Source: an optimization exercise on an open RTL-to-GDS flow (aim: a short achievable clock period and few clock cycles). Production flows keep margins and buffers that such runs may drop. The RTL was checked by simulation tests, not by an equivalence proof against the original design. No activity file was given, so power comes from the tool's default toggle rates.

==> flow/design.v <==
module control_unit(
    input wire [7:0] instr,          
    input wire [2:0] state,          
    input wire zf,                   
    input wire reset,                
    output reg [2:0] next_state,     
    output reg pc_we,                
    output reg pc_sel,               
    output reg pc_jmp_sel,           
    output reg [3:0] pc_offset,      
    output reg addr_sel,             
    output reg [3:0] addr_offset,    
    output reg mem_sel,              
    output reg mem_we,               
    output reg [2:0] alu_opcode,     
    output reg alu_sel_a,            
    output reg alu_sel_b,            
    output reg alu_we,               
    output reg zf_we,                
    output reg ir_we,                
    output reg a_sel,                
    output reg a_we,                 
    output reg b_sel,                
    output reg b_we,                 
    output reg halt                  
);
    localparam ADD    = 3'b000;
    localparam AND    = 3'b001;
    localparam NOT    = 3'b010;
    localparam LOAD   = 3'b011;
    localparam STORE  = 3'b100;
    localparam JUMP   = 3'b101;
    localparam JUMPz  = 3'b110;
    localparam HALT   = 3'b111;
    localparam FETCH      = 3'b000; 
    localparam DECODE     = 3'b001;
    localparam EXECUTE    = 3'b010;
    localparam MEMORY     = 3'b011;
    localparam WRITEBACK  = 3'b100;
    localparam HALT_STATE = 3'b101;
    localparam IDLE       = 3'b110;
    always @(*) begin
        pc_we = 0;               
        pc_sel = 0;              
        pc_jmp_sel = 0;          
        pc_offset = 4'b0000;     
        addr_sel = 0;            
        addr_offset = 4'b0000;   
        mem_sel = 0;             
        mem_we = 0;              
        alu_opcode = 3'b000;     
        alu_sel_a = 0;           
        alu_sel_b = 0;           
        alu_we = 0;              
        zf_we = 0;               
        ir_we = 0;               
        a_sel = 0;               
        a_we = 0;                
        b_sel = 0;               
        b_we = 0;                
        halt = 0;                
        next_state = FETCH;      
        if (reset) begin
            next_state = FETCH;      
        end
        else begin
            case (state)
                FETCH: begin                     
                    next_state = DECODE;         
                    pc_we = 1;                   
                    ir_we = 1;                   
                end
                DECODE: begin    
                    case (instr[7:5])       
                        ADD, AND, NOT, JUMP, JUMPz: begin
                            next_state = EXECUTE;       
                        end
                        LOAD, STORE: begin
                            next_state = MEMORY;
                        end
                        HALT: begin
                            next_state = HALT_STATE;
                        end
                    endcase
                end
                EXECUTE: begin                           
                    case (instr[7:5])
                        ADD, AND: begin
                            alu_opcode = instr[7:5];     
                            alu_sel_a = instr[3];        
                            alu_sel_b = instr[2];        
                            alu_we = 1;                  
                            zf_we = 1;                   
                            next_state = WRITEBACK;
                        end
                        NOT: begin
                            alu_opcode = instr[7:5];     
                            alu_sel_a = instr[3];        
                            alu_we = 1;                  
                            zf_we = 1;                   
                            next_state = WRITEBACK;
                        end
                        JUMP: begin
                            pc_jmp_sel = instr[4];       
                            pc_offset = instr[3:0];      
                            pc_sel = 1;                  
                            pc_we = 1;                   
                            next_state = IDLE;
                        end
                        JUMPz: begin
                            if (zf == 1) begin
                                pc_jmp_sel = instr[4];   
                                pc_offset = instr[3:0];  
                                pc_sel = 1;              
                                pc_we = 1;               
                            end
                            next_state = IDLE;
                        end
                    endcase
                end
                MEMORY: begin                                    
                    case (instr[7:5])
                        LOAD: begin
                            addr_offset = instr[3:0];    
                            addr_sel = 1;                
                            next_state = WRITEBACK;
                        end
                        STORE: begin
                            addr_offset = instr[3:0];    
                            addr_sel = 1;                
                            mem_sel = instr[4];          
                            mem_we = 1;                  
                            next_state = IDLE;
                        end
                    endcase
                end
                WRITEBACK: begin                         
                    case (instr[7:5])
                        ADD, AND, NOT: begin
                            if (instr[4] == 0) begin
                                a_sel = 1;               
                                a_we = 1;                
                            end else begin
                                b_sel = 1;               
                                b_we = 1;                
                            end
                            next_state = FETCH;
                        end
                        LOAD: begin
                            if (instr[4] == 0) begin
                                a_we = 1;            
                            end else begin
                                b_we = 1;            
                            end
                            next_state = FETCH;
                        end
                    endcase
                end 
                HALT_STATE: begin
                    halt = 1;
                    next_state = HALT_STATE;
                end
                IDLE: begin
                    next_state = FETCH;
                end
            endcase
        end
    end
endmodule
module alu(
    input wire [2:0] opcode,         
    input wire [7:0] a,              
    input wire [7:0] b,              
    output reg [7:0] y,              
    output reg zf                    
);
    localparam ADD = 3'b000;         
    localparam AND = 3'b001;         
    localparam NOT = 3'b010;         
always @(*) begin
    zf = 0;
    case (opcode)
        ADD: begin             
            y = a + b;
        end
        AND: begin              
            y = a & b;
        end
        NOT: begin              
            y = ~a;
        end
        default: begin               
            y = 8'b00000000;
        end
    endcase
    if (y == 8'b00000000) begin
        zf = 1;
    end
end
endmodule
module register #(
    parameter WIDTH = 8
)(
    input wire clk,                  
    input wire rst,                  
    input wire we,                   
    input wire [WIDTH-1:0] d,        
    output reg [WIDTH-1:0] q         
);
    always @(posedge clk) begin      
        if (rst) begin
            q <= {WIDTH{1'b0}};      
        end else if (we) begin
            q <= d;                  
        end
    end
endmodule
module mux_2to1 (
    input wire [7:0] in0,    
    input wire [7:0] in1,    
    input wire sel,          
    output wire [7:0] out    
);
    assign out = sel ? in1 : in0;
endmodule
module adder(
    input wire [7:0] a,
    input wire [7:0] b,
    output wire [7:0] sum
);
    assign sum = a + b;
endmodule
module zext(
    input wire [3:0] in,
    output wire [7:0] out
);
assign out = {4'b0000, in};
endmodule
module cpu_8b(
    input wire clk,
    input wire rst,
    output wire halt,
    output wire mem_we,
    output wire [7:0] mem_addr,
    output wire [7:0] mem_wdata,
    input wire [7:0] mem_rdata
);
    wire [7:0] mem_d_i;
    wire [7:0] mem_d_o;
    assign mem_wdata = mem_d_i;
    assign mem_d_o = mem_rdata;
    wire [2:0] alu_opcode;
    wire [7:0] alu_a;
    wire [7:0] alu_b;
    wire a_we;
    wire [7:0] a_reg_i;
    wire [7:0] a_reg_o;
    wire b_we;
    wire [7:0] b_reg_i;
    wire [7:0] b_reg_o;
    wire alu_we;
    wire [7:0] alu_res_next;
    wire [7:0] alu_res;
    wire zf_we;
    wire zf_next;
    wire zf;
    wire ir_we;
    wire [7:0] instr;
    wire [2:0] next_state;
    wire [2:0] state;
    wire pc_we;
    wire [7:0] pc_next;
    wire [7:0] pc;
    wire alu_sel_a;
    wire alu_sel_b;
    wire a_sel;
    wire b_sel;
    wire mem_sel;
    wire [7:0] offset_addr;
    wire addr_sel;
    wire [7:0] addr_offset_zext;
    wire [3:0] addr_offset;
    wire [3:0] pc_offset;
    wire [7:0] pc_offset_zext;
    wire [7:0] inc_pc;
    wire [7:0] new_pc;
    wire pc_sel;
    wire [7:0] jmp_reg_val;
    wire pc_jmp_sel;
    control_unit cpu_control(
        .instr(instr),
        .state(state),
        .zf(zf),
        .reset(rst),
        .next_state(next_state),
        .pc_we(pc_we),
        .pc_sel(pc_sel),
        .pc_jmp_sel(pc_jmp_sel),
        .pc_offset(pc_offset),
        .addr_sel(addr_sel),
        .addr_offset(addr_offset),
        .mem_sel(mem_sel),
        .mem_we(mem_we),
        .alu_opcode(alu_opcode),
        .alu_sel_a(alu_sel_a),
        .alu_sel_b(alu_sel_b),
        .alu_we(alu_we),
        .zf_we(zf_we),
        .ir_we(ir_we),
        .a_sel(a_sel),
        .a_we(a_we),
        .b_sel(b_sel),
        .b_we(b_we),
        .halt(halt)
    );
    alu alu_unit(
        .opcode(alu_opcode),
        .a(alu_a),
        .b(alu_b),
        .y(alu_res_next),
        .zf(zf_next)
    );
    register #(.WIDTH(8)) a_register(
        .clk(clk),
        .rst(rst),
        .we(a_we),
        .d(a_reg_i),
        .q(a_reg_o)
    );
    register #(.WIDTH(8)) b_register(
        .clk(clk),
        .rst(rst),
        .we(b_we),
        .d(b_reg_i),
        .q(b_reg_o)
    );
    register #(.WIDTH(8)) alu_register(
        .clk(clk),
        .rst(rst),
        .we(alu_we),
        .d(alu_res_next),
        .q(alu_res)
    );
    register #(.WIDTH(1)) zf_register(
        .clk(clk),
        .rst(rst),
        .we(zf_we),
        .d(zf_next),
        .q(zf)
    );
    register #(.WIDTH(8)) instruction_register(
        .clk(clk),
        .rst(rst),
        .we(ir_we),
        .d(mem_d_o),
        .q(instr)
    );
    register #(.WIDTH(3)) state_register(
        .clk(clk),
        .rst(rst),
        .we(1'b1),
        .d(next_state),
        .q(state)
    );
    register #(.WIDTH(8)) program_counter(
        .clk(clk),
        .rst(rst),
        .we(pc_we),
        .d(pc_next),
        .q(pc)
    );
    mux_2to1 alu_a_mux(
        .in0(a_reg_o),
        .in1(b_reg_o),
        .sel(alu_sel_a),
        .out(alu_a)
    );
    mux_2to1 alu_b_mux(
        .in0(a_reg_o),
        .in1(b_reg_o),
        .sel(alu_sel_b),
        .out(alu_b)
    );
    mux_2to1 a_register_mux(
        .in0(mem_d_o),
        .in1(alu_res),
        .sel(a_sel),
        .out(a_reg_i)
    );
    mux_2to1 b_register_mux(
        .in0(mem_d_o),
        .in1(alu_res),
        .sel(b_sel),
        .out(b_reg_i)
    );
    mux_2to1 mem_data_mux(
        .in0(a_reg_o),
        .in1(b_reg_o),
        .sel(mem_sel),
        .out(mem_d_i)
    );
    mux_2to1 mem_addr_mux(
        .in0(pc),
        .in1(offset_addr),
        .sel(addr_sel),
        .out(mem_addr)
    );
    adder addr_adder(
        .a(addr_offset_zext),
        .b(pc),
        .sum(offset_addr)
    );
    zext addr_zext(
        .in(addr_offset),
        .out(addr_offset_zext)
    );
    zext pc_zext(
        .in(pc_offset),
        .out(pc_offset_zext)
    );
    mux_2to1 pc_mux(
        .in0(inc_pc),
        .in1(new_pc),
        .sel(pc_sel),
        .out(pc_next)
    );
    adder inc_pc_adder(
        .a(pc),
        .b(8'b00000001),
        .sum(inc_pc)
    );
    adder new_pc_adder(
        .a(pc_offset_zext),
        .b(jmp_reg_val),
        .sum(new_pc)
    );
    mux_2to1 jump_mux(
        .in0(a_reg_o),
        .in1(b_reg_o),
        .sel(pc_jmp_sel),
        .out(jmp_reg_val)
    );
endmodule
==> flow/run.sh <==
#!/bin/bash
# synth_recipe.tcl (not shown) runs the flow's synth.tcl, then flattens the netlist and writes it again
# the make line also repeats each setting of config.mk as NAME=value (left out here)
make -C /OpenROAD-flow-scripts/flow DESIGN_CONFIG=/design/flow/config.mk WORK_HOME=/design/flow/orfs CLKGATE_MAP_FILE= SYNTH_SCRIPT=/design/flow/synth_recipe.tcl finish
==> flow/config.mk <==
export PLATFORM = sky130hd
export DESIGN_NAME = cpu_8b
export DESIGN_NICKNAME = cpu_8b
export VERILOG_FILES = /design/flow/design.v
export SDC_FILE = /design/flow/constraint.sdc
export NUM_CORES = 4
export LEC_CHECK = 0
export CAP_MARGIN = 20
export CORE_MARGIN = 2
export CORE_UTILIZATION = 40
export SLEW_MARGIN = 20
==> flow/constraint.sdc <==
create_clock -name core_clock -period 5.0 [get_ports {clk}]
set_input_delay 1.0000 -clock core_clock [delete_from_list [all_inputs] [get_ports {clk}]]
set_output_delay 1.0000 -clock core_clock [all_outputs]
set_load 0.01 [all_outputs]
==> metrics.yaml <==
wl_met3_um: 345
cts_root_buf: "clkbuf_8"
combPwrFrac_pct: 32.2
drcViolationCount: 0
cap_violations: 0
gp_congestion: 0.945
placed_cells: 590
grt_usage_pct: 20.3
dpl.hpwl_mm: 7.65
setup_tns_ns: 0
synth_flop_cell: "dfxtp_1"
status: "complete, no violations"
vias: 3367
clk_pin_slew_ns: 0.10
hold_viol: 0
seq_area_frac_synth_pct: 25.8
htreeDepth: 2
ios: 28
wirelength_met1_mm: 4.56
multi_input_area_um2: 2520
r2r-end: "zf_register.q"
start_util_pct: 41.5
io_buffer_count: 27
grt_max_degree: 32
grt_pass1_wl_mm: 16.2
drv_slew: 0
tightest_slew_ns: 0.604
synth_area_leaders: "dfxtp_1, mux2_2, nor2_1"
grt_overflow: 0
fmax_mhz: 210
critPathCaptureType: "output pin"
fp.dieArea_um2: 9910
synth_nets: 493
rows: 34
holdPathEnd: "alu_register.q[0]"
cts_sinks: 47
nets: 520
n_antenna_cell: 0
rrSetupSlack_ns: 0.92
yosys_warnings: 5
synth_edf_count: 0
regToRegStartpoint: "instruction_register.q[6]"
synthCells: 462
startpoint_type: "input port"
stdcell_count: 598
p_switching_mw: 0.391
fp.dieW_um: 99.6
power_leakage_nw: 1.69
layout_min_cycle_time_ns: 4.76
p_clk_share_pct: 23.1
swShare_pct: 37.2
clock_path_buffers: 2
fillers: 866
reg2reg_depth: 12
final.setup_skew_ns: 0.0171
wire_per_inst_um: 16.5
dr.first_iter.drc_count: 179
p_int_mw: 0.660
yosysTopAreaCell: "dfxtp_1"
synth_top_area_share_pct: 25.8
cp_max_fo: 5
path_class: "input port to output pin"
wl_met2_mm: 4.81
async_flop_share_pct: 0
topRoutingLayerUsed: "met4"
relSlewSlack_pct: 59.5
ctsHoldBuffers: 0
coreArea_um2: 8810
syn_area_um2: 3650
holdCritStartpoint: "alu_register.q[0]"
drtPass1Iterations: 5
die_h_um: 99.6
viasPerCell: 5.63
ys_ff_latch: 47
min_path_cells: 2
seq_area_um2: 941
antenna_left: 0
fin_crit_sh_pct: 95.3
ir_drop_v: 0.000106
hold_path_class: "flop to flop"
numCtsBuffers: 5
grt_setup_unrepaired: "false"
crit_required_ns: 4.00
setup_viol: 0
pwr-share-seq_pct: 44.7
synth.avg_cell_area_um2: 7.91
clk_latency_ns: 0.31
antenna_found_initial: 0
grt_pass1_vias: 3106
arrival_ns: 3.76
synth_cell_types: 64
layout-drive-gt1-share_pct: 13.5
drt_wl_total_mm: 9.84
power_density_nw_per_um2: 252
syn_to_final_growth_pct: 14.0
cts_tree: "yes"
## registers in the layout, summed over array words and instances (netlist names), named ones only
name / flops
a_register.q: 8
alu_register.q: 8
b_register.q: 8
instruction_register.q: 8
program_counter.q: 8
state_register.q: 3
zf_register.q: 1
## placed cells by master, fill, tap and decap left out, types with 5 or more instances in the layout
master	n
inv_1	21
o22ai_1	5
nor3_1	6
clkbuf_8	5
ha_1	18
nand2_1	55
nand3_1	14
xor2_1	7
nor2_1	59
mux2i_1	19
buf_4	16
mux2_2	24
nor2b_1	10
and2_1	7
xnor2_1	12
clkdlybuf4s50_1	26
a211oi_1	22
dfxtp_1	47
o21ai_0	20
a21oi_1	27
nand2b_1	5
## routing by layer
| layer | track usage [%] | vias to the layer above |
|---|---|---|
| met1 | 27.1 | 1592 |
| met2 | 35.1 | 65 |
| li1 | - | 1701 |
| met3 | 2.25 | 9 |
| met5 | 0 | - |
| met4 | 4.95 | 0 |
## critical path, cell delays in order
cell	delay (ns)
clkdlybuf4s50_1	0.46
nor2_2	0.14
nand2_1	0.08
nor2b_1	0.15
buf_4	0.15
nand2_1	0.09
inv_1	0.07
ha_1	0.22
a21o_1	0.19
a21oi_1	0.22
o21ai_0	0.10
nand3_1	0.14
nor2_1	0.08
xor2_1	0.12
clkdlybuf4s50_1	0.55
## cell usage after synthesis, drive strengths merged (2+ instances only)
library cell / number
a2111oi: 2
a211oi: 22
a21o: 3
a21oi: 27
a221oi: 2
a32oi: 2
and2: 7
and3: 2
buf: 9
clkbuf: 14
dfxtp: 47
fa: 3
ha: 18
inv: 21
mux2: 25
mux2i: 19
nand2: 55
nand2b: 5
nand3: 14
nand4: 4
nor2: 62
nor2b: 11
nor3: 9
nor4: 2
o21ai: 22
o21bai: 2
o221ai: 2
o22ai: 5
o31ai: 2
o32ai: 3
or3: 4
xnor2: 12
xor2: 7
## layout make-up
cell class | count | share of cell area (%)
multi-input cells | 370 | 60.6
clock inverters | 3 | 0.541
well taps | 108 | 3.24
inverters | 22 | 1.98
repair buffers | 43 | 9.43
flip-flops and latches | 47 | 22.6
clock buffers | 5 | 1.65
## worst max-delay path by stage
| stage | from | depth (start not counted) | to |
|---|---|---|---|
| 2_1_floorplan | rst | 15 | zf_register.q |
| 3_3_place_gp | rst | 14 | mem_addr[6] |
| 3_5_place_dp | rst | 14 | mem_addr[6] |
| 4_1_cts | rst | 14 | mem_addr[6] |
| 5_1_grt | rst | 15 | mem_addr[7] |
| 6_report | rst | 15 | mem_addr[7] |
## power by group through the flow
stage | Sequential [mW] | Combinational [mW] | Clock, mW
detailed placement | 0.479 | 0.336 | 0
global placement | 0.479 | 0.332 | 0
CTS | 0.470 | 0.338 | 0.246
global route | 0.478 | 0.374 | 0.259
floorplan | 0.445 | 0.258 | 0
finish | 0.470 | 0.338 | 0.243
## stage by stage
stage / setup slack (ns) / util [%] / area [um^2] / power [mW] / hold slack, ns
finish: 0.235 / 47.3 / 4170 / 1.05 / 0.477
detailed placement: 0.117 / 46.2 / 4070 / 0.815 / 0.461
floorplan: 0.641 / - / 3650 / 0.704 / 0.436
global route: 0.0133 / 47.3 / 4170 / 1.11 / 0.508
global placement: 0.118 / 46.2 / 4070 / 0.811 / 0.457
CTS: 0.100 / 47.2 / 4160 / 1.05 / 0.476
## repair_timing
| action | in CTS | in global routing |
|---|---|---|
| endpoints found under the setup margin | 0 | 2 |
| resized for setup | 0 | 3 |
| setup buffers | 0 | 0 |
| endpoints found under the hold margin | 0 | 0 |
## cell families (layout without fill, tap and decap cells)
kind of cell	after synthesis	in the layout	share of synthesized area [%]
AND/OR/NAND/NOR	183	183	24.6
AO/OA/AOI/OAI	103	103	18.8
flip-flops	47	47	25.8
buffers and inverters	45	73	5.48
multiplexers	44	44	13.0
adder cells (fa/ha/maj)	21	21	7.81
XOR/XNOR	19	19	4.55
Testbench counts, summed over its fixed seeds: cycles 97,468.

[port drivers added, routing unchanged]
No port has a modelled driver above. Below, the same layout with a new extraction and two added sets of constraints.
Step 1 (the two cells are an assumption about what drives the block):
set clk [get_ports {clk}]
set_driving_cell -lib_cell sky130_fd_sc_hd__clkbuf_16 $clk
set_driving_cell -lib_cell sky130_fd_sc_hd__buf_2 [delete_from_list [all_inputs] $clk]
Step 2, shift: input delay + t, output delay - t, t = (earliest + latest rising clock arrival at the registers) / 2. This alone moves slack from input paths to output paths.
Three values: ideal, step 1, step 2; two values: the first two.
t, ns: 0.335
slack for setup (ns): 0.235 / 0.215 / 0.130
cell pins on the clock port's net: 1
After both steps setup and hold are still met in this run. For this run, drivers alone change the setup slack by -0.020 ns; drivers and shift together by -0.105 ns.
